Source: an optimization exercise on an open RTL-to-GDS flow (aim: small area, a short achievable clock period and few clock cycles per item). Production flows keep margins and buffers that such runs may drop.
Only simulation tests tie the RTL to the original design; equivalence was not proved.
No activity file was given, so power comes from the tool's default toggle rates.

// minisys_ex
module minisys_ex(
  input clock,
  input reset,
  input [31:0] instr,
  input [31:0] opcplus4,
  input [31:0] rs_value,
  input [31:0] rt_value,
  input [1:0] fwd_a_sel,
  input [1:0] fwd_b_sel,
  input [31:0] mem_result,
  input [31:0] wb_data,
  output stall,
  output [31:0] alu_result,
  output zero,
  output overflow,
  output div_zero,
  output [4:0] waddr,
  output [31:0] rt_data
);
  wire [5:0] op = instr[31:26];
  wire [5:0] fn = instr[5:0];
  wire [4:0] rt = instr[20:16];
  wire op0   = (op == 6'h00);
  wire rfmt  = op0 | (op == 6'h10);
  wire ifmt  = (op[5:3] == 3'b001);
  wire lfmt  = (op[5:3] == 3'b100);
  wire sfmt  = (op[5:3] == 3'b101);
  wire br    = (op == 6'h04) | (op == 6'h05) |
               ((op == 6'h01) & ((rt == 5'd0) | (rt == 5'd1) | (rt == 5'd17))) |
               (((op == 6'h07) | (op == 6'h06)) & (rt == 5'd0));
  wire aluop1 = rfmt | ifmt;
  wire alusrc = ifmt | lfmt | sfmt;
  wire jal   = (op == 6'h03);
  wire jalr  = op0 & (fn == 6'h09);
  wire mfhi  = op0 & (fn == 6'h10);
  wire mflo  = op0 & (fn == 6'h12);
  wire mthi  = op0 & (fn == 6'h11);
  wire mtlo  = op0 & (fn == 6'h13);
  wire mfc0  = (op == 6'h10) & (fn[5:3] == 3'b000);
  wire sft   = op0 & (fn[5:3] == 3'b000);
  wire mdop  = op0 & (fn[5:2] == 4'b0110);
  wire isdiv = fn[1];
  wire mdsgn = ~fn[0];
  wire usehl = op0 & (fn[5:4] == 2'b01) & ~fn[2];
  wire zext  = (op == 6'h0c) | (op == 6'h0d) | (op == 6'h0e) | (op == 6'h0b);
  assign waddr = (rfmt & ~mfc0) ? instr[15:11] : instr[20:16];
  wire [2:0] exe_lo = ifmt ? op[2:0] : fn[2:0];
  wire [2:0] ctl = aluop1 ? exe_lo : (br ? 3'b010 : 3'b000);
  wire [31:0] a = (fwd_a_sel == 2'b00) ? rs_value : (fwd_a_sel == 2'b01) ? mem_result : wb_data;
  wire [31:0] bf = (fwd_b_sel == 2'b00) ? rt_value : (fwd_b_sel == 2'b01) ? mem_result : wb_data;
  wire [31:0] imm = {{16{instr[15] & ~zext}}, instr[15:0]};
  wire [31:0] b = alusrc ? imm : bf;
  assign rt_data = bf;
  wire sub = ctl[1];
  wire sgn = ~ctl[0];
  wire [32:0] xa = {sgn & a[31], a};
  wire [32:0] xb = {sgn & b[31], b} ^ {33{sub}};
  wire [32:0] sum;
  wire sum_co;
  skadd #(33) alu_add(.a(xa), .b(xb), .ci(sub), .s(sum), .co(sum_co));
  reg [31:0] lg;
  always @* begin
    case (ctl[1:0])
      2'b00: lg = a & b;
      2'b01: lg = a | b;
      2'b10: lg = a ^ b;
  ...
Size in the first run: roughly 110 flip-flops, about 270 I/O pins.
clock: 14.0 ns
lec_check: 0
cap_margin: 40
core_margin: 2
core_utilization: 60
setup_slack_margin: 5
slew_margin: 45
tns_end_percent: 100
run.sh (not shown) runs the stock make flow with config.mk's settings and CLKGATE_MAP_FILE= SYNTH_SCRIPT=/design/flow/synth_recipe.tcl, a recipe that flattens the netlist after the stock synthesis.
The baseline stopped in global routing (5_1_grt) on GRT-0232.
Testbench counts at the start, summed over its fixed seeds: cycles 20,197, instructions 12,000.
==> next run, changes <==
==> flow/flow/run.sh (new file) <==
#!/bin/bash
set -euo pipefail
export BUFFER_PORTS_ARGS="-buffer_cell sky130_fd_sc_hd__buf_2"
bash standard.sh finish > standard_make.log 2>&1
==> flow/standard.sh (new file) <==
#!/bin/bash
# synth_recipe.tcl (not shown) runs the flow's synth.tcl, then flattens the netlist and writes it again
# the make line also repeats each setting of config.mk as NAME=value (left out here)
make -C /OpenROAD-flow-scripts/flow DESIGN_CONFIG=/design/flow/config.mk WORK_HOME=/design/flow/orfs CLKGATE_MAP_FILE= SYNTH_SCRIPT=/design/flow/synth_recipe.tcl "${@:-finish}"
CORE_UTILIZATION = 40   (was 60)
SETUP_SLACK_MARGIN = 4   (was 5)
TNS_END_PERCENT = default   (was 100)
removed: flow/run.sh
Result: The changed run completed with no timing, DRC or antenna violations; synthesized cell count is unchanged; synthesized area is unchanged.
==> next run, changes <==
==> flow/run.sh (new file) <==
#!/bin/bash
# synth_recipe.tcl (not shown) runs the flow's synth.tcl, then flattens the netlist and writes it again
# the make line also repeats each setting of config.mk as NAME=value (left out here)
make -C /OpenROAD-flow-scripts/flow DESIGN_CONFIG=/design/flow/config.mk WORK_HOME=/design/flow/orfs CLKGATE_MAP_FILE= SYNTH_SCRIPT=/design/flow/synth_recipe.tcl finish
CORE_UTILIZATION = 48   (was 40)
SETUP_SLACK_MARGIN = 5   (was 4)
TNS_END_PERCENT = 100   (was default)
removed: flow/flow/run.sh
removed: flow/standard.sh
Effect: This time the run finished but failed the layout checks on max-capacitance violations, max-slew violations; die area decreases by about a fifth; cell count is about the same; via count increases by roughly a tenth; clock-buffer cell count decreases by 2; utilization increases by 19 points; setup slack degrades by 0.27 ns; non-clock buffer count increases by 172; area after synthesis does not change; cell area increases by about a fifth; clock skew barely changes; power increases by a quarter to a third.

---

## build 86
minisys_ex, a different RTL version from the one above (not shown whole).
For scale: about 3300 cells after synthesis.
==> flow/design.v (excerpt) <==
module minisys_ex(
  input clock,
  input reset,
  input [31:0] instr,
  input [31:0] opcplus4,
  input [31:0] rs_value,
  input [31:0] rt_value,
  input [1:0] fwd_a_sel,
  input [1:0] fwd_b_sel,
  input [31:0] mem_result,
  input [31:0] wb_data,
  output stall,
  output [31:0] alu_result,
  output zero,
  output overflow,
  output div_zero,
  output [4:0] waddr,
  output [31:0] rt_data
);
Settings: LEC_CHECK=0, CAP_MARGIN=40, CORE_MARGIN=2, CORE_UTILIZATION=40, SETUP_SLACK_MARGIN=4.5, SLEW_MARGIN=45, SYNTH_HIERARCHICAL=1; clock period 14.0 ns.
standard.sh (not shown) runs the stock make flow with config.mk's settings and CLKGATE_MAP_FILE= SYNTH_SCRIPT=/design/flow/synth_recipe.tcl, a recipe that flattens the netlist after the stock synthesis.
==> flow/flow/run.sh <==
#!/bin/bash
set -euo pipefail
export BUFFER_PORTS_ARGS="-buffer_cell sky130_fd_sc_hd__buf_2"
bash standard.sh finish > standard_make.log 2>&1
Build 86 ran to completion and came out clean on the timing, design-rule and antenna checks.
Testbench counts of build 86, summed over its fixed seeds: cycles 20,197, instructions 12,000.
diff inputs: build 86 => trial 43
# build 86
export LEC_CHECK = 0
export CAP_MARGIN = 40
export CORE_MARGIN = 2
export CORE_UTILIZATION = 40
export SETUP_SLACK_MARGIN = 4.5
export SLEW_MARGIN = 45
export SYNTH_HIERARCHICAL = 1
create_clock -name core_clock -period 14.0 [get_ports {clock}]
# trial 43
export LEC_CHECK = 0
export CAP_MARGIN = 40
export CORE_MARGIN = 2
export CORE_UTILIZATION = 40
export SETUP_SLACK_MARGIN = 3
export SLEW_MARGIN = 45
export SYNTH_HIERARCHICAL = 1
create_clock -name core_clock -period 14.0 [get_ports {clock}]
==> results.txt <==
- Trial 43 vs build 86 — first-pass GRT wire length dropped about 3%.
- Of trial 43 and build 86, it is trial 43 that has the lower combinational group share of total power.
- Comparing half-perimeter wire length after placement for build 86 and trial 43, the smaller number came from trial 43.
- Count of cells along the worst register-to-register path: trial 43 < build 86
- Looking at build 86 and trial 43, the final worst clock skew is a wash.
- Of the two values seen for start point of the critical path, fwd_a_sel[0] was produced by trial 43 and instr[26] by build 86.
- When trial 43 is measured against build 86, its setup slack turns out 0.29 ns lower.
- Summary: with build 86 as the reference, length of routed met3 wiring in trial 43 moved down by more than 10%.
- Changes observed in trial 43 relative to build 86: layout overhead on the synthesized area now sits lower; total routing usage reported by global routing fell by 1.7 points; number of setup buffers added after CTS now smaller.

[what the ideal ports hide]
Ports are ideal in the flow. The routed layouts listed here were re-timed in OpenROAD.
Step 1 sets driving cells, clkbuf_16 on the clock port and buf_2 on the other inputs (assumed; they add their load-dependent delay and slew).
Step 2 also shifts input and output timing later by t, the mid clock arrival at the registers, as if the neighbouring blocks saw the same clock.
Slacks: no drivers / after step 1 / after step 2; pairs: no drivers / after step 1.
run | t (ns) | slack for setup (ns) | worst hold slack (ns) | slew at the worst register clock pin (ns) | worst slew at a driven data input, ns
the second run of note 1 | 0.448 | 3.731 / 3.707 / 3.707 | 0.489 / 0.489 / 0.489 | 0.09 / 0.09 | 0.11
the third run of note 1 | 0.432 | 3.466 / 3.419 / 3.419 | 0.509 / 0.509 / 0.509 | 0.09 / 0.09 | 0.09
build 86 | 0.431 | 3.372 / 3.326 / 3.326 | 0.499 / 0.499 / 0.499 | 0.09 / 0.09 | 0.09
trial 43 | 0.423 | 3.080 / 3.054 / 3.054 | 0.503 / 0.503 / 0.503 | 0.09 / 0.09 | 0.09
For the third run of note 1, which loses most, drivers alone change the setup slack by -0.047 ns; drivers and shift together by -0.047 ns.
